Background: an optimization exercise with open tools, aiming at a short achievable clock period and few clock cycles. Do not read the settings as production practice. The RTL was checked by simulation tests, not by an equivalence proof against the original design.

File: run.sh
#!/bin/bash
# synth_recipe.tcl (not shown) runs the flow's synth.tcl, then flattens the netlist and writes it again
# the make line also repeats each setting of config.mk as NAME=value (left out here)
make -C /OpenROAD-flow-scripts/flow DESIGN_CONFIG=/design/flow/config.mk WORK_HOME=/design/flow/orfs CLKGATE_MAP_FILE= SYNTH_SCRIPT=/design/flow/synth_recipe.tcl finish
File: config.mk
export PLATFORM = sky130hd
export DESIGN_NAME = cpu_top_pipeline
export DESIGN_NICKNAME = cpu_top_pipeline
export VERILOG_FILES = /design/flow/design.v
export SDC_FILE = /design/flow/constraint.sdc
export NUM_CORES = 4
export LEC_CHECK = 0
export CAP_MARGIN = 20
export CORE_MARGIN = 2
export CORE_UTILIZATION = 40
export PLACE_DENSITY = 0.6
export SLEW_MARGIN = 20
File: constraint.sdc
create_clock -name core_clock -period 5.5 [get_ports {clk}]
set_input_delay 1.1000 -clock core_clock [delete_from_list [all_inputs] [get_ports {clk}]]
set_output_delay 1.1000 -clock core_clock [all_outputs]
set_load 0.01 [all_outputs]
File: design.v
`timescale 1ns/1ns
module alu(
    input wire [15:0] a, b,
    input wire [3:0] alu_op,
    output reg [15:0] alu_result,
    output  wire zero
);
    always @(*) begin
    case (alu_op)
        4'b0000: alu_result = a + b;
        4'b0001: alu_result = a - b;
        4'b0010: alu_result = a & b;
        4'b0011 : alu_result = a | b;
        4'b0100: alu_result = a ^ b;
        4'b0101: alu_result = ($signed(a) < $signed(b)) ? 16'd1 : 16'd0;
        default : alu_result = 16'd0;
    endcase
end
    assign zero = (alu_result == 16'd0);
endmodule
module control(
    input wire [3:0] opcode,
    input wire is_nop,
    output reg reg_write,
    output reg alu_src,
    output reg mem_read,
    output reg mem_write,
    output reg mem_to_reg,
    output reg branch,
    output reg branch_ne,
    output reg jump,
    output reg halt,
    output reg [3:0] alu_op
);
    always @(*) begin
        reg_write = 0; alu_src = 0;
        mem_read = 0; mem_write = 0; mem_to_reg = 0;
        branch = 0; branch_ne = 0; jump = 0;
        halt = 0;
        alu_op = 4'b0000;
        if (is_nop) begin
        end else case (opcode)
            4'h0  : begin reg_write=1; alu_op=4'b0000; end
            4'h1  : begin reg_write=1; alu_op=4'b0001; end
            4'h2  : begin reg_write=1; alu_op=4'b0010; end
            4'h3   : begin reg_write=1; alu_op=4'b0011; end
            4'h4  : begin reg_write=1; alu_op=4'b0100; end
            4'h5  : begin reg_write=1; alu_op=4'b0101; end
            4'h6 : begin reg_write=1; alu_src=1; end
            4'h7 : begin reg_write=1; alu_src=1; alu_op=4'b0010; end
            4'h8  : begin reg_write=1; alu_src=1; alu_op=4'b0011; end
            4'h9 : begin reg_write=1; alu_src=1; alu_op=4'b0100; end
            4'hA   : begin reg_write=1; alu_src=1; mem_read=1; mem_to_reg=1; end
            4'hB   : begin alu_src=1; mem_write=1; end
            4'hC  : begin branch=1; alu_op=4'b0001; end
            4'hD  : begin branch_ne=1; alu_op=4'b0001; end
            4'hE : begin jump=1; end
            4'hF : begin halt=1; end
        endcase
    end
endmodule
`timescale 1ns/1ns
module regfile(
    input wire clk,
    input wire rst,
    input wire reg_write,
    input wire [3:0] rs1,
    input wire [3:0] rs2,
    input wire [3:0] rd,
    input wire [15:0] rd_data,
    output wire [15:0] rs1_data,
    output wire [15:0] rs2_data
);
    reg [15:0] regs [0:15];
    integer i;
    always @(posedge clk or posedge rst) begin
        if (rst) begin
            for (i = 0; i < 16; i = i + 1)
                regs[i] <= 16'd0;
        end 
        else if (reg_write && rd != 4'd0) begin
            regs[rd] <= rd_data;
        end
    end
    wire [15:0] rs1_raw = (rs1 == 4'd0) ? 16'd0 : regs[rs1];
    wire [15:0] rs2_raw = (rs2 == 4'd0) ? 16'd0 : regs[rs2];
    assign rs1_data = (reg_write && (rd == rs1) && (rd != 4'd0)) ? rd_data : rs1_raw;
    assign rs2_data = (reg_write && (rd == rs2) && (rd != 4'd0)) ? rd_data : rs2_raw;
endmodule
`timescale 1ns/1ns
module hazard_unit (
    input wire [3:0] ifid_rs1,
    input wire [3:0] ifid_rs2,
    input wire [3:0] idex_rd,
    input wire idex_mem_read,
    output reg pc_write,       
    output reg ifid_write,     
    output reg idex_flush      
);
    always @(*) begin
        pc_write = 1'b1;
        ifid_write = 1'b1;
        idex_flush = 1'b0;
        if (idex_mem_read &&
            (idex_rd != 4'd0) &&
            ((idex_rd == ifid_rs1) || (idex_rd == ifid_rs2))) begin
            pc_write = 1'b0;       
            ifid_write = 1'b0;     
            idex_flush = 1'b1;     
        end
    end
endmodule
`timescale 1ns/1ns
module forwarding_unit (
    input wire [3:0] idex_rs1,
    input wire [3:0] idex_rs2,
    input wire exmem_reg_write,
    input wire exmem_mem_to_reg,
    input wire [3:0] exmem_rd,
    input wire memwb_reg_write,
    input wire [3:0] memwb_rd,
    input wire wb_reg_write,
    input wire [3:0] wb_rd,
    output reg [1:0] forward_a,     
    output reg [1:0] forward_b      
);
    always @(*) begin
        forward_a = 2'b00;
        forward_b = 2'b00;
        if (exmem_reg_write && !exmem_mem_to_reg &&
            exmem_rd != 4'd0 &&
            exmem_rd == idex_rs1) begin
            forward_a = 2'b10;
        end
        else if (memwb_reg_write && memwb_rd != 4'd0 &&
                 !(exmem_reg_write && !exmem_mem_to_reg && exmem_rd == idex_rs1) &&
                 memwb_rd == idex_rs1) begin
            forward_a = 2'b01;
        end
        else if (wb_reg_write && wb_rd != 4'd0 && wb_rd == idex_rs1) begin
            forward_a = 2'b11;
        end
        if (exmem_reg_write && !exmem_mem_to_reg &&
            exmem_rd != 4'd0 &&
            exmem_rd == idex_rs2) begin
            forward_b = 2'b10;
        end
        else if (memwb_reg_write && memwb_rd != 4'd0 &&
                 !(exmem_reg_write && !exmem_mem_to_reg && exmem_rd == idex_rs2) &&
                 memwb_rd == idex_rs2) begin
            forward_b = 2'b01;
        end
        else if (wb_reg_write && wb_rd != 4'd0 && wb_rd == idex_rs2) begin
            forward_b = 2'b11;
        end
    end
endmodule
`timescale 1ns/1ns
module pipe_if_id (
    input wire clk,
    input wire rst,
    input wire stall,            
    input wire flush,            
    input wire [15:0] if_pc,
    input wire [15:0] if_instr,
    output reg [15:0] id_pc,
    output reg [15:0] id_instr
);
    always @(posedge clk or posedge rst) begin
        if (rst) begin
            id_pc <= 16'd0;
            id_instr <= 16'h0000;
        end
        else if (flush) begin
            id_pc <= 16'd0;
            id_instr <= 16'h0000;   
        end 
        else if (!stall) begin
            id_pc <= if_pc;
            id_instr <= if_instr;
        end
    end
endmodule
`timescale 1ns/1ns
module pipe_id_ex (
    input wire clk,
    input wire rst,
    input wire flush,
    input wire [15:0] id_pc,
    input wire [15:0] id_rs1_data,
    input wire [15:0] id_rs2_data,
    input wire [15:0] id_imm,
    input wire [3:0] id_rs1,
    input wire [3:0] id_rs2,
    input wire [3:0] id_rd,
    input wire [3:0] id_alu_op,
    input wire id_reg_write,
    input wire id_alu_src,
    input wire id_mem_read,
    input wire id_mem_write,
    input wire id_mem_to_reg,
    input wire id_branch,
    input wire id_branch_ne,
    output reg [15:0] ex_pc,
    output reg [15:0] ex_rs1_data,
    output reg [15:0] ex_rs2_data,
    output reg [15:0] ex_imm,
    output reg [3:0] ex_rs1,
    output reg [3:0] ex_rs2,
    output reg [3:0] ex_rd,
    output reg [3:0] ex_alu_op,
    output reg ex_reg_write,
    output reg ex_alu_src,
    output reg ex_mem_read,
    output reg ex_mem_write,
    output reg ex_mem_to_reg,
    output reg ex_branch,
    output reg ex_branch_ne
);
    always @(posedge clk or posedge rst) begin
        if (rst) begin
            ex_pc <= 16'd0;
            ex_rs1_data <= 16'd0;
            ex_rs2_data <= 16'd0;
            ex_imm <= 16'd0;
            ex_rs1 <= 4'd0;
            ex_rs2 <= 4'd0;
            ex_rd <= 4'd0;
            ex_alu_op <= 4'd0;
            ex_reg_write <= 1'b0;
            ex_alu_src <= 1'b0;
            ex_mem_read <= 1'b0;
            ex_mem_write <= 1'b0;
            ex_mem_to_reg <= 1'b0;
            ex_branch <= 1'b0;
            ex_branch_ne <= 1'b0;
        end
        else if (flush) begin
            ex_pc <= 16'd0;
            ex_rs1_data <= 16'd0;
            ex_rs2_data <= 16'd0;
            ex_imm <= 16'd0;
            ex_rs1 <= 4'd0;
            ex_rs2 <= 4'd0;
            ex_rd <= 4'd0;
            ex_alu_op <= 4'd0;
            ex_reg_write <= 1'b0;
            ex_alu_src <= 1'b0;
            ex_mem_read <= 1'b0;
            ex_mem_write <= 1'b0;
            ex_mem_to_reg <= 1'b0;
            ex_branch <= 1'b0;
            ex_branch_ne <= 1'b0;
        end
        else begin
            ex_pc <= id_pc;
            ex_rs1_data <= id_rs1_data;
            ex_rs2_data <= id_rs2_data;
            ex_imm <= id_imm;
            ex_rs1 <= id_rs1;
            ex_rs2 <= id_rs2;
            ex_rd <= id_rd;
            ex_alu_op <= id_alu_op;
            ex_reg_write <= id_reg_write;
            ex_alu_src <= id_alu_src;
            ex_mem_read <= id_mem_read;
            ex_mem_write <= id_mem_write;
            ex_mem_to_reg <= id_mem_to_reg;
            ex_branch <= id_branch;
            ex_branch_ne <= id_branch_ne;
        end
    end
endmodule
`timescale 1ns/1ns
module pipe_ex1_ex2 (
    input wire clk,
    input wire rst,
    input wire flush,            
    input wire [15:0] ex1_alu_result,
    input wire [15:0] ex1_rs2_data,
    input wire [15:0] ex1_branch_target,
    input wire [3:0] ex1_rd,
    input wire ex1_zero,
    input wire ex1_reg_write,
    input wire ex1_mem_read,
    input wire ex1_mem_write,
    input wire ex1_mem_to_reg,
    input wire ex1_branch,
    input wire ex1_branch_ne,
    output reg [15:0] ex2_alu_result,
    output reg [15:0] ex2_rs2_data,
    output reg [15:0] ex2_branch_target,
    output reg [3:0] ex2_rd,
    output reg ex2_zero,
    output reg ex2_reg_write,
    output reg ex2_mem_read,
    output reg ex2_mem_write,
    output reg ex2_mem_to_reg,
    output reg ex2_branch,
    output reg ex2_branch_ne
);
    always @(posedge clk or posedge rst) begin
        if (rst) begin
            ex2_alu_result <= 16'd0;
            ex2_rs2_data <= 16'd0;
            ex2_branch_target <= 16'd0;
            ex2_rd <= 4'd0;
            ex2_zero <= 1'b0;
            ex2_reg_write <= 1'b0;
            ex2_mem_read <= 1'b0;
            ex2_mem_write <= 1'b0;
            ex2_mem_to_reg <= 1'b0;
            ex2_branch <= 1'b0;
            ex2_branch_ne <= 1'b0;
        end 
        else if (flush) begin
            ex2_alu_result <= ex1_alu_result;
            ex2_rs2_data <= ex1_rs2_data;
            ex2_branch_target <= ex1_branch_target;
            ex2_rd <= ex1_rd;
            ex2_zero <= ex1_zero;
            ex2_reg_write <= 1'b0;
            ex2_mem_read <= 1'b0;
            ex2_mem_write <= 1'b0;
            ex2_mem_to_reg <= 1'b0;
            ex2_branch <= 1'b0;
            ex2_branch_ne <= 1'b0;
        end
        else begin
            ex2_alu_result <= ex1_alu_result;
            ex2_rs2_data <= ex1_rs2_data;
            ex2_branch_target <= ex1_branch_target;
            ex2_rd <= ex1_rd;
            ex2_zero <= ex1_zero;
            ex2_reg_write <= ex1_reg_write;
            ex2_mem_read <= ex1_mem_read;
            ex2_mem_write <= ex1_mem_write;
            ex2_mem_to_reg <= ex1_mem_to_reg;
            ex2_branch <= ex1_branch;
            ex2_branch_ne <= ex1_branch_ne;
        end
    end
endmodule
`timescale 1ns/1ns
module pipe_ex2_mem (
    input wire clk,
    input wire rst,
    input wire flush_mem,        
    input wire [15:0] ex2_alu_result,
    input wire [15:0] ex2_rs2_data,
    input wire [3:0]  ex2_rd,
    input wire [15:0] ex2_branch_target,
    input wire ex2_zero,
    input wire ex2_reg_write,
    input wire ex2_mem_read,
    input wire ex2_mem_write,
    input wire ex2_mem_to_reg,
    input wire ex2_branch,
    input wire ex2_branch_ne,
    output reg [15:0] mem_alu_result,
    output reg [15:0] mem_rs2_data,
    output reg [3:0]  mem_rd,
    output reg [15:0] mem_branch_target,
    output reg mem_zero,
    output reg mem_reg_write,
    output reg mem_mem_read,
    output reg mem_mem_write,
    output reg mem_mem_to_reg,
    output reg mem_branch,
    output reg mem_branch_ne
);
    always @(posedge clk or posedge rst) begin
        if (rst) begin
            mem_alu_result    <= 16'd0;
            mem_rs2_data      <= 16'd0;
            mem_rd            <= 4'd0;
            mem_branch_target <= 16'd0;
            mem_zero          <= 1'b0;
            mem_reg_write     <= 1'b0;
            mem_mem_read      <= 1'b0;
            mem_mem_write     <= 1'b0;
            mem_mem_to_reg    <= 1'b0;
            mem_branch        <= 1'b0;
            mem_branch_ne     <= 1'b0;
        end 
        else if (flush_mem) begin
            mem_alu_result    <= 16'd0;
            mem_rs2_data      <= 16'd0;
            mem_rd            <= 4'd0;
            mem_branch_target <= 16'd0;
            mem_zero          <= 1'b0;
            mem_reg_write     <= 1'b0;
            mem_mem_read      <= 1'b0;
            mem_mem_write     <= 1'b0;
            mem_mem_to_reg    <= 1'b0;
            mem_branch        <= 1'b0;
            mem_branch_ne     <= 1'b0;
        end 
        else begin
            mem_alu_result    <= ex2_alu_result;
            mem_rs2_data      <= ex2_rs2_data;
            mem_rd            <= ex2_rd;
            mem_branch_target <= ex2_branch_target;
            mem_zero          <= ex2_zero;
            mem_reg_write     <= ex2_reg_write;
            mem_mem_read      <= ex2_mem_read;
            mem_mem_write     <= ex2_mem_write;
            mem_mem_to_reg    <= ex2_mem_to_reg;
            mem_branch        <= ex2_branch;
            mem_branch_ne     <= ex2_branch_ne;
        end
    end
endmodule
`timescale 1ns/1ns
module pipe_mem_wb(
    input wire clk,
    input wire rst,
    input wire flush,           
    input wire mem_to_reg_in,
    input wire reg_write_in,
    input wire [15:0] alu_result_in,
    input wire [15:0] mem_data_in,
    input wire [3:0] rd_in,
    output reg mem_to_reg,
    output reg reg_write,
    output reg [15:0] alu_result,
    output reg [15:0] mem_data,
    output reg [3:0] rd
);
    always @(posedge clk or posedge rst) begin
        if (rst) begin
            mem_to_reg <= 1'b0;
            reg_write  <= 1'b0;
            alu_result <= 16'd0;
            mem_data   <= 16'd0;
            rd         <= 4'd0;
        end
        else if (flush) begin
            mem_to_reg <= 1'b0;
            reg_write  <= 1'b0;
            alu_result <= 16'd0;
            mem_data   <= 16'd0;
            rd         <= 4'd0;
        end
        else begin
            mem_to_reg <= mem_to_reg_in;
            reg_write  <= reg_write_in;
            alu_result <= alu_result_in;
            mem_data   <= mem_data_in;
            rd         <= rd_in;
        end
    end
endmodule
`timescale 1ns/1ns
module if_stage(
    input wire clk,
    input wire rst,
    input wire stall_if,           
    input wire flush_if,           
    input wire halt,               
    input wire branch_taken,       
    input wire [15:0] branch_target,   
    input wire jump_taken,         
    input wire [15:0] jump_target,     
    output wire [7:0] imem_addr,
    input wire [15:0] imem_data,
    output reg [15:0] if_pc,       
    output wire [15:0] if_instr    
);
    assign imem_addr = if_pc[7:0];
    assign if_instr = imem_data;
    always @(posedge clk or posedge rst) begin
        if (rst) begin
            if_pc <= 16'd0;
        end
        else if (branch_taken) begin
            if_pc <= branch_target;
        end
        else if (!stall_if && !halt) begin
            if (jump_taken) begin
                if_pc <= jump_target;
            end
            else begin
                if_pc <= if_pc + 16'd1;
            end
        end
    end
endmodule
`timescale 1ns/1ns
module cpu_top_pipeline (
    input wire clk,
    input wire rst,
    output wire [7:0]  imem_addr,
    input  wire [15:0] imem_data,
    output wire [7:0]  dmem_addr,
    output wire [15:0] dmem_wdata,
    output wire        dmem_we,
    input  wire [15:0] dmem_rdata,
    output wire        halted
);
    wire [15:0] if_pc, if_instr;
    wire if_stall, if_flush;
    wire [15:0] id_pc, id_instr;
    wire [3:0] id_opcode, id_rd, id_rs1, id_rs2;
    wire [15:0] id_rs1_data, id_rs2_data, id_imm;
    wire id_reg_write, id_alu_src, id_mem_read, id_mem_write, id_mem_to_reg;
    wire id_branch, id_branch_ne, id_jump;
    wire [3:0] id_alu_op;
    wire id_halt, id_pc_write;
    wire [15:0] ex1_pc, ex1_rs1_data, ex1_rs2_data, ex1_imm;
    wire [3:0] ex1_rd, ex1_rs1, ex1_rs2, ex1_alu_op;
    wire ex1_reg_write, ex1_alu_src, ex1_mem_read, ex1_mem_write, ex1_mem_to_reg;
    wire ex1_branch, ex1_branch_ne;
    wire [15:0] ex1_alu_result, ex1_branch_target;
    wire ex1_zero;
    wire [1:0] forward_a, forward_b;
    wire [15:0] ex1_rs1_fwd, ex1_rs2_fwd;
    wire [15:0] ex2_alu_result, ex2_rs2_data, ex2_branch_target;
    wire [3:0] ex2_rd;
    wire ex2_reg_write, ex2_mem_read, ex2_mem_write, ex2_mem_to_reg;
    wire ex2_branch, ex2_branch_ne, ex2_zero;
    wire [15:0] mem_alu_result, mem_rs2_data, mem_read_data, mem_branch_target;
    wire [3:0] mem_rd;
    wire mem_reg_write, mem_mem_read, mem_mem_write, mem_mem_to_reg;
    wire mem_branch, mem_branch_ne, mem_zero;
    wire [15:0] wb_alu_result, wb_mem_data, wb_write_data;
    wire [3:0] wb_rd;
    wire wb_reg_write, wb_mem_to_reg;
    wire stall_signal, flush_signal;
    wire branch_taken, jump_taken;
    wire [15:0] jump_target;
    wire ifid_write_en;
    reg fetch_stop;
    reg halt_ex1, halt_ex2, halt_mem, halt_wb;
    wire id_halt_go;
    assign halted = halt_wb;
    always @(posedge clk or posedge rst) begin
        if (rst) begin
            fetch_stop <= 1'b0;
            halt_ex1 <= 1'b0;
            halt_ex2 <= 1'b0;
            halt_mem <= 1'b0;
            halt_wb <= 1'b0;
        end
        else begin
            if (branch_taken)
                fetch_stop <= 1'b0;
            else if (id_halt_go)
                fetch_stop <= 1'b1;
            halt_ex1 <= id_halt_go;
            halt_ex2 <= halt_ex1 && !branch_taken;
            halt_mem <= halt_ex2;
            halt_wb <= halt_wb || halt_mem;
        end
    end
    hazard_unit u_hazard (
        .ifid_rs1(id_rs1),
        .ifid_rs2(id_rs2),
        .idex_rd(ex1_rd),
        .idex_mem_read(ex1_mem_read),
        .pc_write(id_pc_write),
        .ifid_write(ifid_write_en),
        .idex_flush(flush_signal)
    );
    assign stall_signal = ~ifid_write_en;
    assign jump_taken = id_jump && !stall_signal && !branch_taken && !fetch_stop;
    assign id_halt_go = id_halt && !stall_signal && !branch_taken && !fetch_stop;
    assign jump_target = {{4{id_instr[11]}}, id_instr[11:0]};   
    assign branch_taken = (ex2_branch && ex2_zero) || (ex2_branch_ne && !ex2_zero);
    assign if_flush = branch_taken || jump_taken || id_halt_go || fetch_stop;
    if_stage u_if (
        .clk(clk),
        .rst(rst),
        .stall_if(stall_signal),
        .flush_if(if_flush),
        .halt(fetch_stop || id_halt_go),
        .branch_taken(branch_taken),
        .branch_target(ex2_branch_target),
        .jump_taken(jump_taken),
        .jump_target(jump_target),
        .imem_addr(imem_addr),
        .imem_data(imem_data),
        .if_pc(if_pc),
        .if_instr(if_instr)
    );
    pipe_if_id u_if_id (
        .clk(clk),
        .rst(rst),
        .stall(stall_signal),
        .flush(if_flush),
        .if_pc(if_pc),
        .if_instr(if_instr),
        .id_pc(id_pc),
        .id_instr(id_instr)
    );
    assign id_opcode = id_instr[15:12];
    assign id_rd = id_instr[11:8];
    assign id_rs1 = id_instr[7:4];
    assign id_rs2 = id_instr[3:0];
    assign id_imm = {{12{id_instr[3]}}, id_instr[3:0]};   
    control u_ctrl (
        .opcode(id_opcode),
        .is_nop(id_instr == 16'h0000),
        .reg_write(id_reg_write),
        .alu_src(id_alu_src),
        .mem_read(id_mem_read),
        .mem_write(id_mem_write),
        .mem_to_reg(id_mem_to_reg),
        .branch(id_branch),
        .branch_ne(id_branch_ne),
        .jump(id_jump),
        .alu_op(id_alu_op),
        .halt(id_halt)
    );
    regfile u_rf (
        .clk(clk),
        .rst(rst),
        .reg_write(wb_reg_write),
        .rs1(id_rs1),
        .rs2(id_rs2),
        .rd(wb_rd),
        .rd_data(wb_write_data),
        .rs1_data(id_rs1_data),
        .rs2_data(id_rs2_data)
    );
    pipe_id_ex u_id_ex (
        .clk(clk),
        .rst(rst),
        .flush(flush_signal || if_flush),
        .id_pc(id_pc),
        .id_rs1(id_rs1),
        .id_rs2(id_rs2),
        .id_rd(id_rd),
        .id_rs1_data(id_rs1_data),
        .id_rs2_data(id_rs2_data),
        .id_imm(id_imm),
        .id_alu_op(id_alu_op),
        .id_reg_write(id_reg_write),
        .id_alu_src(id_alu_src),
        .id_mem_read(id_mem_read),
        .id_mem_write(id_mem_write),
        .id_mem_to_reg(id_mem_to_reg),
        .id_branch(id_branch),
        .id_branch_ne(id_branch_ne),
        .ex_pc(ex1_pc),
        .ex_rs1(ex1_rs1),
        .ex_rs2(ex1_rs2),
        .ex_rd(ex1_rd),
        .ex_rs1_data(ex1_rs1_data),
        .ex_rs2_data(ex1_rs2_data),
        .ex_imm(ex1_imm),
        .ex_alu_op(ex1_alu_op),
        .ex_reg_write(ex1_reg_write),
        .ex_alu_src(ex1_alu_src),
        .ex_mem_read(ex1_mem_read),
        .ex_mem_write(ex1_mem_write),
        .ex_mem_to_reg(ex1_mem_to_reg),
        .ex_branch(ex1_branch),
        .ex_branch_ne(ex1_branch_ne)
    );
    forwarding_unit u_fwd (
        .idex_rs1(ex1_rs1),
        .idex_rs2(ex1_rs2),
        .exmem_reg_write(ex2_reg_write),
        .exmem_mem_to_reg(ex2_mem_to_reg),
        .exmem_rd(ex2_rd),
        .memwb_reg_write(mem_reg_write),
        .memwb_rd(mem_rd),
        .wb_reg_write(wb_reg_write),
        .wb_rd(wb_rd),
        .forward_a(forward_a),
        .forward_b(forward_b)
    );
    wire [15:0] mem_fwd_data = mem_mem_to_reg ? mem_read_data : mem_alu_result;
    assign ex1_rs1_fwd = (forward_a == 2'b10) ? ex2_alu_result :
                         (forward_a == 2'b01) ? mem_fwd_data : 
                         (forward_a == 2'b11) ? wb_write_data :
                         ex1_rs1_data;
    assign ex1_rs2_fwd = (forward_b == 2'b10) ? ex2_alu_result :
                         (forward_b == 2'b01) ? mem_fwd_data : 
                         (forward_b == 2'b11) ? wb_write_data :
                         ex1_rs2_data;
    wire [15:0] alu_input_b = ex1_alu_src ? ex1_imm : ex1_rs2_fwd;
    alu u_alu (
        .a(ex1_rs1_fwd),
        .b(alu_input_b),
        .alu_op(ex1_alu_op),
        .alu_result(ex1_alu_result),
        .zero(ex1_zero)
    );
    assign ex1_branch_target = ex1_pc + ex1_imm;
    pipe_ex1_ex2 u_ex1_ex2 (
        .clk(clk),
        .rst(rst),
        .flush(branch_taken),
        .ex1_alu_result(ex1_alu_result),
        .ex1_rs2_data(ex1_rs2_fwd),
        .ex1_rd(ex1_rd),
        .ex1_branch_target(ex1_branch_target),
        .ex1_zero(ex1_zero),
        .ex1_reg_write(ex1_reg_write),
        .ex1_mem_read(ex1_mem_read),
        .ex1_mem_write(ex1_mem_write),
        .ex1_mem_to_reg(ex1_mem_to_reg),
        .ex1_branch(ex1_branch),
        .ex1_branch_ne(ex1_branch_ne),
        .ex2_alu_result(ex2_alu_result),
        .ex2_rs2_data(ex2_rs2_data),
        .ex2_rd(ex2_rd),
        .ex2_branch_target(ex2_branch_target),
        .ex2_zero(ex2_zero),
        .ex2_reg_write(ex2_reg_write),
        .ex2_mem_read(ex2_mem_read),
        .ex2_mem_write(ex2_mem_write),
        .ex2_mem_to_reg(ex2_mem_to_reg),
        .ex2_branch(ex2_branch),
        .ex2_branch_ne(ex2_branch_ne)
    );
    pipe_ex2_mem u_ex2_mem (
        .clk(clk),
        .rst(rst),
        .flush_mem(1'b0),
        .ex2_alu_result(ex2_alu_result),
        .ex2_rs2_data(ex2_rs2_data),
        .ex2_rd(ex2_rd),
        .ex2_branch_target(ex2_branch_target),
        .ex2_reg_write(ex2_reg_write),
        .ex2_mem_read(ex2_mem_read),
        .ex2_mem_write(ex2_mem_write),
        .ex2_mem_to_reg(ex2_mem_to_reg),
        .ex2_branch(ex2_branch),
        .ex2_branch_ne(ex2_branch_ne),
        .ex2_zero(ex2_zero),
        .mem_alu_result(mem_alu_result),
        .mem_rs2_data(mem_rs2_data),
        .mem_rd(mem_rd),
        .mem_branch_target(mem_branch_target),
        .mem_reg_write(mem_reg_write),
        .mem_mem_read(mem_mem_read),
        .mem_mem_write(mem_mem_write),
        .mem_mem_to_reg(mem_mem_to_reg),
        .mem_branch(mem_branch),
        .mem_branch_ne(mem_branch_ne),
        .mem_zero(mem_zero)
    );
    assign dmem_addr = mem_alu_result[7:0];
    assign dmem_wdata = mem_rs2_data;
    assign dmem_we = mem_mem_write;
    assign mem_read_data = dmem_rdata;
    pipe_mem_wb u_mem_wb (
        .clk(clk),
        .rst(rst),
        .flush(1'b0),
        .mem_to_reg_in(mem_mem_to_reg),
        .reg_write_in(mem_reg_write),
        .alu_result_in(mem_alu_result),
        .mem_data_in(mem_read_data),
        .rd_in(mem_rd),
        .mem_to_reg(wb_mem_to_reg),
        .reg_write(wb_reg_write),
        .alu_result(wb_alu_result),
        .mem_data(wb_mem_data),
        .rd(wb_rd)
    );
    assign wb_write_data = wb_mem_to_reg ? wb_mem_data : wb_alu_result;
endmodule
==> results of run 1 <==
## through the flow
stage,hold slack [ps],TNS (ps),utilization (%)
2_1_floorplan,331,-881140,-
3_3_place_gp,336,0,43.5
3_5_place_dp,335,0,43.5
4_1_cts,351,0,46.8
5_1_grt,351,-3.94,47.0
6_report,349,0,47.0
## critical path, delay by kind of cell, from the launching register on
kind	cells	cell delay, ps
simple gates	5	1360
fa+ha+maj	2	690
flops	1	520
buf+inv	2	260
mux	1	220
compound gates	8	2060
## final cells by class
class,count,area (um2)
clock inverter,20,243
clock buffer,78,1620
inverter,71,270
antenna,1,2.50
tap,765,957
sequential,465,11600
timing repair buffer,171,1530
fill,5517,30700
multi-input combinational,1764,10900
## kinds of logic after synthesis
group	count (synthesis)	synth area share, %
flip-flops	465	49.5
XOR/XNOR	55	2.05
AO/OA/AOI/OAI	850	23.4
adder cells (fa/ha/maj)	60	3.29
buffers and inverters	274	5.05
multiplexers	46	2.12
AND/OR/NAND/NOR	753	14.6
## final timing paths
kind,to,depth (start not counted)
worst min-delay path,u_ex2_mem.mem_rs2_data[4]$_DFF_PP0_,0
worst max-delay path,u_ex1_ex2.ex2_zero$_DFF_PP0_,18
worst max register to register,u_ex1_ex2.ex2_zero$_DFF_PP0_,18
worst min register to register,u_ex2_mem.mem_rs2_data[4]$_DFF_PP0_,0
max in group asynchronous,u_rf.regs[12][0]$_DFFE_PP0P_,4
min in group asynchronous,u_id_ex.ex_rs1_data[6]$_DFF_PP0_,2
## per-layer routing
layer / routed length [um] / vias up
li1: - / 9055
met3: 8530 / 281
met5: 13 / -
met2: 36900 / 1163
met1: 34500 / 10200
met4: 4030 / 2
## synthesized netlist by cell type, types with 20 or more instances
master and number:
xnor2_1 38, dfrtp_1 465, a31oi_1 28, a222oi_1 32, inv_1 71, ha_1 57, clkbuf_1 167, nand2b_1 29
and4_1 20, a21oi_1 294, mux2i_1 25, a221oi_1 21, a22oi_1 126, a211oi_1 41, and2_1 29, nand2_1 152
nand3_1 37, nor2_1 361, mux2_2 20, nand4_1 23, a22o_1 45, o21ai_0 157, nor3_1 34
## what timing repair did
item / in CTS / in global routing
hold endpoints to repair: 0 / 0
hold buffers: 0 / 0
setup endpoints to repair: 0 / 1
gates resized for setup: 0 / 14
==> impl_metrics.ini, run 1 <==
[placed_design]
dp_slack_ps = 106
numPlacedInstances = 3233
postPlaceCellArea_um2 = 25200
portBuffers = 67
globalplace.congestion = 0.955
place_hpwl_um = 52300

[detailed_routing]
drc = 0
drt_iter0_markers = 2700
vias_per_cell = 6.19
wl_um = 84000
first_pass_iters = 8
dr_total_vias = 20700
final_antenna_net_count = 0
wire_per_inst_um = 25.2

[critical_path]
cp_slowest_cell = or4_1
worstPathCellList = o41ai_2 -> nor2_4 -> buf_6 -> a211o_1 -> a31oi_2 -> mux2_2 -> ha_1 -> inv_1 -> fa_1 -> nand2b_2 -> a211o_1 -> a21oi_2 -> a311oi_1 -> a221o_1 -> or4_1 -> a2111oi_2 -> nand4b_1 -> nor4b_2
critPathCaptureType = register
rr_startpoint = u_mem_wb.rd[3]$_DFF_PP0_
crit_fanout = 12
cpMostUsedCell = a211o_1
startpoint = u_mem_wb.rd[3]$_DFF_PP0_
max_stage_delay_ps = 550
critical_path_arrival_ps = 5740
required_ps = 6020
r2r_slack_ps = 280
path_class = reg -> reg
start_kind = register

[layout]
nNetsFinal = 2620
largest_reg_flops = 240
final_common_cell = dfrtp_1
fin_area_um2 = 27200
drive_above_1_share_pct = 11.4
areaGrowthSynthToFinish_pct = 15.8
final_cell_mix = dfrtp_1 (465), nor2_1 (340), a21oi_1 (293), o21ai_0 (156), nand2_1 (151)
regMostFlops = u_rf.regs
stdcell_count = 3335

[yosys]
async_flop_share_pct = 100
syn-num-nets = 2597
syn_area_per_cell_um2 = 9.39
synth_ff_type = dfrtp_1
yosysTopAreaCell = dfrtp_1
synth_top_area_share_pct = 49.5
synthTopCellsByArea = dfrtp_1 (50%), a21oi_1 (6.3%), nor2_1 (5.8%)
syn_inst = 2503
synth.cell_area_um2 = 23500
ys_ff_latch = 465
ys_seq_area_share_pct = 49.5
yosysUniqueCellTypes = 85
synth-edff-count = 0
ys_warn_count = 13

[timing]
slew_violations = 0
timing.final.crit_share_pct = 94.9
final-setup-viol-count = 0
fin_skew_ps = 24.4
slew_headroom_pct = 23.1
fin_ws_ps = 279
tightestPinTransition_ps = 1140
fmax_mhz = 192
final.min_clock_period_ps = 5220
hold_viol = 0

[die]
dieArea_um2 = 60700
rows = 88
initial_core_util_pct = 40.6
die_y_um = 246
ioPinCount = 68
core_um2 = 57900
fp.dieW_um = 246

[global_routing]
overflow = 0
grt_use_met1_pct = 37.8
top_usage_layer = met2
antenna_found_initial = 2
use_met3_pct = 6.15
gr-usage-met2_pct = 42.2
grt_max_degree = 194
grt_pass1_vias = 20400
grt_util_all_layers_pct = 27.6
grt_pass1_wl_um = 127000

[outcome]
status = timing/DRC/antenna clean

[flow_run]
cap_violations = 0

[clock_tree]
cts_root_buffer = clkbuf_16
cts_tree = done
cts_buffer_depth = 3
clock_latency_ps = 620
clock_sinks = 465
post_cts_buffers = 0
cts_made_buffers = 53
htreeDepth = 2
clk_pin_slew_worst_paths_ps = 70

[worst_hold_path]
hold_start = u_ex1_ex2.ex2_rs2_data[4]$_DFF_PP0_
min_path_type = reg -> reg
Testbench counts, summed over its fixed seeds: cycles 32,241.
==> run 2, diff against run 1 <==
==> design.v (replaced) <==
`timescale 1ns/1ns
module cpu_top_pipeline (
    input wire clk,
    input wire rst,
    output wire [7:0]  imem_addr,
    input  wire [15:0] imem_data,
    output wire [7:0]  dmem_addr,
    output wire [15:0] dmem_wdata,
    output wire        dmem_we,
    input  wire [15:0] dmem_rdata,
    output wire        halted
);
    reg [15:0] xa, xb;           
    reg [3:0]  ximm;             
    reg [3:0]  xrd;
    reg        xwe;              
    reg        xld, xst, xbeq, xbne, xhalt;
    reg        xadd, xsub, xand, xor_, xxor, xslt;
    reg [7:0]  xtgt;             
    reg [7:0]  fseq;             
    reg [15:0] rf [1:15];
    wire [15:0] sum = xa + xb;
    wire [15:0] dif = xa - xb;
    wire        slt = (xa[15] ^ xb[15]) ? xa[15] : dif[15];
    wire [15:0] alu = ({16{xadd}} & sum) | ({16{xsub}} & dif) |
                      ({16{xand}} & (xa & xb)) | ({16{xor_}} & (xa | xb)) |
                      ({16{xxor}} & (xa ^ xb)) | {15'd0, xslt & slt};
    wire [15:0] xres = xld ? dmem_rdata : alu;
    wire eq = (xa == xb);
    wire taken = (xbeq & eq) | (xbne & ~eq);
    assign imem_addr  = taken ? xtgt : fseq;
    assign dmem_addr  = xa[7:0] + {{4{ximm[3]}}, ximm};
    assign dmem_wdata = xb;
    assign dmem_we    = xst;
    assign halted     = xhalt;
    wire [15:0] ins = imem_data;
    wire [3:0] op  = ins[15:12];
    wire [3:0] rd  = ins[11:8];
    wire [3:0] rs1 = ins[7:4];
    wire [3:0] rs2 = ins[3:0];
    wire [15:0] rfa = (rs1 == 4'd0) ? 16'd0 : rf[rs1];
    wire [15:0] rfb = (rs2 == 4'd0) ? 16'd0 : rf[rs2];
    wire [15:0] opa = (xwe && xrd == rs1) ? xres : rfa;
    wire [15:0] opb = (xwe && xrd == rs2) ? xres : rfb;
    wire f_itype = (op >= 4'h6) && (op <= 4'hA);
    wire f_wr    = (op <= 4'hA) && (rd != 4'd0);
    wire f_jump  = (op == 4'hE);
    wire f_halt  = (op == 4'hF);
    wire [7:0] imm8 = {{4{ins[3]}}, ins[3:0]};
    wire [7:0] tgt_inc = xtgt + 8'd1;
    wire [7:0] seq_inc = fseq + 8'd1;
    wire [7:0] tgt_imm = xtgt + imm8;
    wire [7:0] seq_imm = fseq + imm8;
    always @(posedge clk or posedge rst) begin
        if (rst) begin
            xa <= 16'd0; xb <= 16'd0; ximm <= 4'd0; xrd <= 4'd0;
            xwe <= 1'b0; xld <= 1'b0; xst <= 1'b0;
            xbeq <= 1'b0; xbne <= 1'b0; xhalt <= 1'b0;
            xadd <= 1'b0; xsub <= 1'b0; xand <= 1'b0; xor_ <= 1'b0;
            xxor <= 1'b0; xslt <= 1'b0;
            xtgt <= 8'd0; fseq <= 8'd0;
        end else if (!xhalt) begin
            xa   <= opa;
            xb   <= f_itype ? {{12{ins[3]}}, ins[3:0]} : opb;
            ximm <= ins[3:0];
            xrd  <= rd;
            xwe  <= f_wr;
            xld  <= (op == 4'hA);
            xst  <= (op == 4'hB);
            xbeq <= (op == 4'hC);
            xbne <= (op == 4'hD);
            xhalt <= f_halt;
            xadd <= (op == 4'h0) || (op == 4'h6);
            xsub <= (op == 4'h1);
            xand <= (op == 4'h2) || (op == 4'h7);
            xor_ <= (op == 4'h3)  || (op == 4'h8);
            xxor <= (op == 4'h4) || (op == 4'h9);
            xslt <= (op == 4'h5);
            xtgt <= taken ? tgt_imm : seq_imm;
            fseq <= f_jump ? ins[7:0] : (taken ? tgt_inc : seq_inc);
        end
    end
    integer i;
    always @(posedge clk or posedge rst) begin
        if (rst) begin
            for (i = 1; i < 16; i = i + 1) rf[i] <= 16'd0;
        end else if (xwe) begin
            rf[xrd] <= xres;
        end
    end
endmodule
==> impl_metrics.ini, run 2 <==
[outcome]
status = timing/DRC/antenna clean

[placed_design]
place_hpwl_um = 57500
portBuffers = 67
globalplace.congestion = 0.971

[global_routing]
grt_max_degree = 138
overflow = 0
antenna_found_initial = 3
grt_pass1_vias = 18300
grt_pass1_wl_um = 124000
grt_util_all_layers_pct = 31.6

[yosys]
yosysUniqueCellTypes = 90
synth_ff_type = dfrtp_1
synth_top_family_by_area = compound AO/OA/AOI/OAI gates
synthAdderAreaFrac_pct = 4.53
synth_mux_area_share_pct = 10.6
ys_seq_area_share_pct = 38.2
synth.cell_area_um2 = 20200
yosysTopAreaCell = dfrtp_1
syn_area_per_cell_um2 = 8.80
synth-edff-count = 0
syn_inst = 2294
ys_warn_count = 2
async_flop_share_pct = 100
synth_xor_area_share_pct = 1.59
ys_ff_latch = 308
synth_simple_gate_area_share_pct = 16.4
synth_compound_area_share_pct = 23.2
synthTopCellsByArea = dfrtp_1 (38%), nand2_1 (7.0%), mux2_2 (6.4%)
syn-num-nets = 2398
synthTopCellsByCount = nand2_1 (379), dfrtp_1 (308), o21ai_0 (206)
yosysMostFrequentCell = nand2_1
synth_top_area_share_pct = 38.2

[detailed_routing]
vias_per_cell = 6.36
first_pass_iters = 9
wire_per_inst_um = 27.7
final_antenna_net_count = 0
dr_total_vias = 19100
drc = 0
drt_iter0_markers = 2717
wl_um = 83500

[clock_tree]
clock_sinks = 308
post_cts_buffers = 0
cts_root_buffer = clkbuf_16
clock_latency_ps = 590
cts_made_buffers = 38
postCtsHoldBufs = 0
htreeDepth = 2
clk_pin_slew_worst_paths_ps = 50
cts_tree = done
cts-resized-gates = 0
cts_buffer_depth = 3

[critical_path]
critPathCaptureType = output port
start_kind = register
cp_slowest_cell = mux2i_4
crit_fanout = 13
critical_path_arrival_ps = 3900
required_ps = 4400
worstPathCellList = inv_1 -> ha_1 -> nor4_4 -> and3_1 -> nand4_2 -> mux2i_4 -> mux2_2 -> clkdlybuf4s50_1
path_delay_family = multiplexers
path_class = reg -> out
max_stage_delay_ps = 570
path_buf_inv = 2
r2r_slack_ps = 920

[flow_run]
cap_violations = 0

[timing]
final.min_clock_period_ps = 5000
slew_violations = 0
slew_headroom_pct = 20.7
tightestPinTransition_ps = 1190
fin_tns_setup_ps = 0
fin_skew_ps = 36.5
fmax_mhz = 200
rsz0062_at_grt = no
hold_viol = 0
final-setup-viol-count = 0
timing.final.crit_share_pct = 91.0

[die]
die_y_um = 229
initial_core_util_pct = 40.4
rows = 82
ioPinCount = 68
dieArea_um2 = 52300
fp.dieW_um = 229
core_um2 = 50000

[layout]
reg_top3 = rf x240, xa x16, xb x16
utilization_pct = 45.8
areaGrowthSynthToFinish_pct = 13.4
drive_above_1_share_pct = 14.0
nNetsFinal = 2410
final_common_cell = nand2_1
fill_cells = 4892
largest_reg_flops = 240
regMostFlops = rf
final_cell_mix = nand2_1 (378), dfrtp_1 (307), o21ai_0 (206), nor2_1 (122), mux2_2 (115)

[worst_hold_path]
min_path_type = reg -> reg
## run 2: changes by cell type after synthesis, moves of 27 or more
cell      delta
a21oi_1    -180
a222oi_1    -27
a22oi_1     -94
buf_2       +47
clkbuf_1    -69
dfrtp_1    -157
mux2_2      +95
mux2i_1     +46
nand2_1    +227
nor2_1     -236
nor2b_1     +31
o21ai_0     +49
## run 2: layout make-up
| cell class | instances | area, um2 | share of cell area, % |
|---|---|---|---|
| multi-input cells | 1723 | 11400 | 49.8 |
| flip-flops and latches | 308 | 7710 | 33.7 |
| clock inverters | 13 | 161 | 0.705 |
| repair buffers | 153 | 1330 | 5.82 |
| inverters | 82 | 312 | 1.36 |
| clock buffers | 55 | 1130 | 4.96 |
| well taps | 672 | 841 | 3.67 |
| diodes | 3 | 7.51 | 0.0328 |
## run 2: logic make-up (layout without fill, tap and decap cells)
kind of cell             Yosys count  in the layout
buffers and inverters            263            303
XOR/XNOR                          35             35
AND/OR/NAND/NOR                  732            732
flip-flops                       308            308
multiplexers                     192            192
other                              0              3
adder cells (fa/ha/maj)           70             70
AO/OA/AOI/OAI                    694            694
## run 2: per-stage QoR
step	instance area, um2	setup slack (ps)	std cells	hold slack (ps)
2_1_floorplan	20200	301	2294	453
4_1_cts	22900	496	3006	489
6_report	22900	497	3009	487
3_3_place_gp	21600	1090	2938	473
3_5_place_dp	21600	978	2938	475
5_1_grt	22900	351	3007	502
## run 2: path summary, 6_finish.rpt
| kind | from | endpoint | depth (start not counted) |
|---|---|---|---|
| worst max-delay path | xb[10]$_DFFE_PP0N_ | imem_addr[0] | 8 |
| worst min-delay path | xst$_DFFE_PP0N_ | xst$_DFFE_PP0N_ | 2 |
| worst max register to register | xb[10]$_DFFE_PP0N_ | xtgt[7]$_DFFE_PP0N_ | 14 |
| worst min register to register | xst$_DFFE_PP0N_ | xst$_DFFE_PP0N_ | 2 |
| max in group asynchronous | rst | rf[5][4]$_DFFE_PP0P_ | 3 |
| min in group asynchronous | rst | rf[13][12]$_DFFE_PP0P_ | 2 |
## run 2: worst reg2reg max path: stages (launching register included)
cell     delay [ps]
dfrtp_1         390
inv_1            90
ha_1            490
nor4_4          380
and3_1          260
nand4_2         220
mux2i_4         570
mux2_2          450
ha_1            270
a21o_1          180
a21oi_1         220
o21ai_0         200
o41ai_1         370
xnor3_1         280
o21ai_1         140
## run 2: metal layers
metal  vias to the layer above  GRT usage (%)  wire length, um
met4                         0           15.2             4470
met2                      1231           47.7            36500
li1                       8324              -                -
met3                       259           7.68             9290
met1                      9313           42.4            33200
met5                         -              0                0
Testbench counts of run 2, summed over its fixed seeds: cycles 23,811.

[re-timing with driven ports]
The results above use ideal ports. As a check the final layouts listed here were re-extracted and re-timed, cells and wires unchanged.
Step 1 (the two cells are an assumption about what drives the block):
set clk [get_ports {clk}]
set_driving_cell -lib_cell sky130_fd_sc_hd__clkbuf_16 $clk
set_driving_cell -lib_cell sky130_fd_sc_hd__buf_2 [delete_from_list [all_inputs] $clk]
Step 2 times the ports against the registers' clock, not the clock port: input delays grow and output delays shrink by t, the midpoint of the rising clock arrivals with the driver on.
Three values: ideal ports, drivers, drivers and shift; two values: the first two.
run | t, ns | setup slack, ns | clock arrival spread, ns | worst data-port slew with drivers (ns)
run 1 | 0.667 | 0.279 / 0.279 / 0.060 | 0.025 / 0.025 | 0.08
run 2 | 0.622 | 0.497 / 0.442 / 0.919 | 0.051 / 0.050 | 0.07
After both steps every run listed still meets setup and hold. For run 1, which loses most, drivers alone change the setup slack by 0.000 ns; drivers and shift together by -0.219 ns.
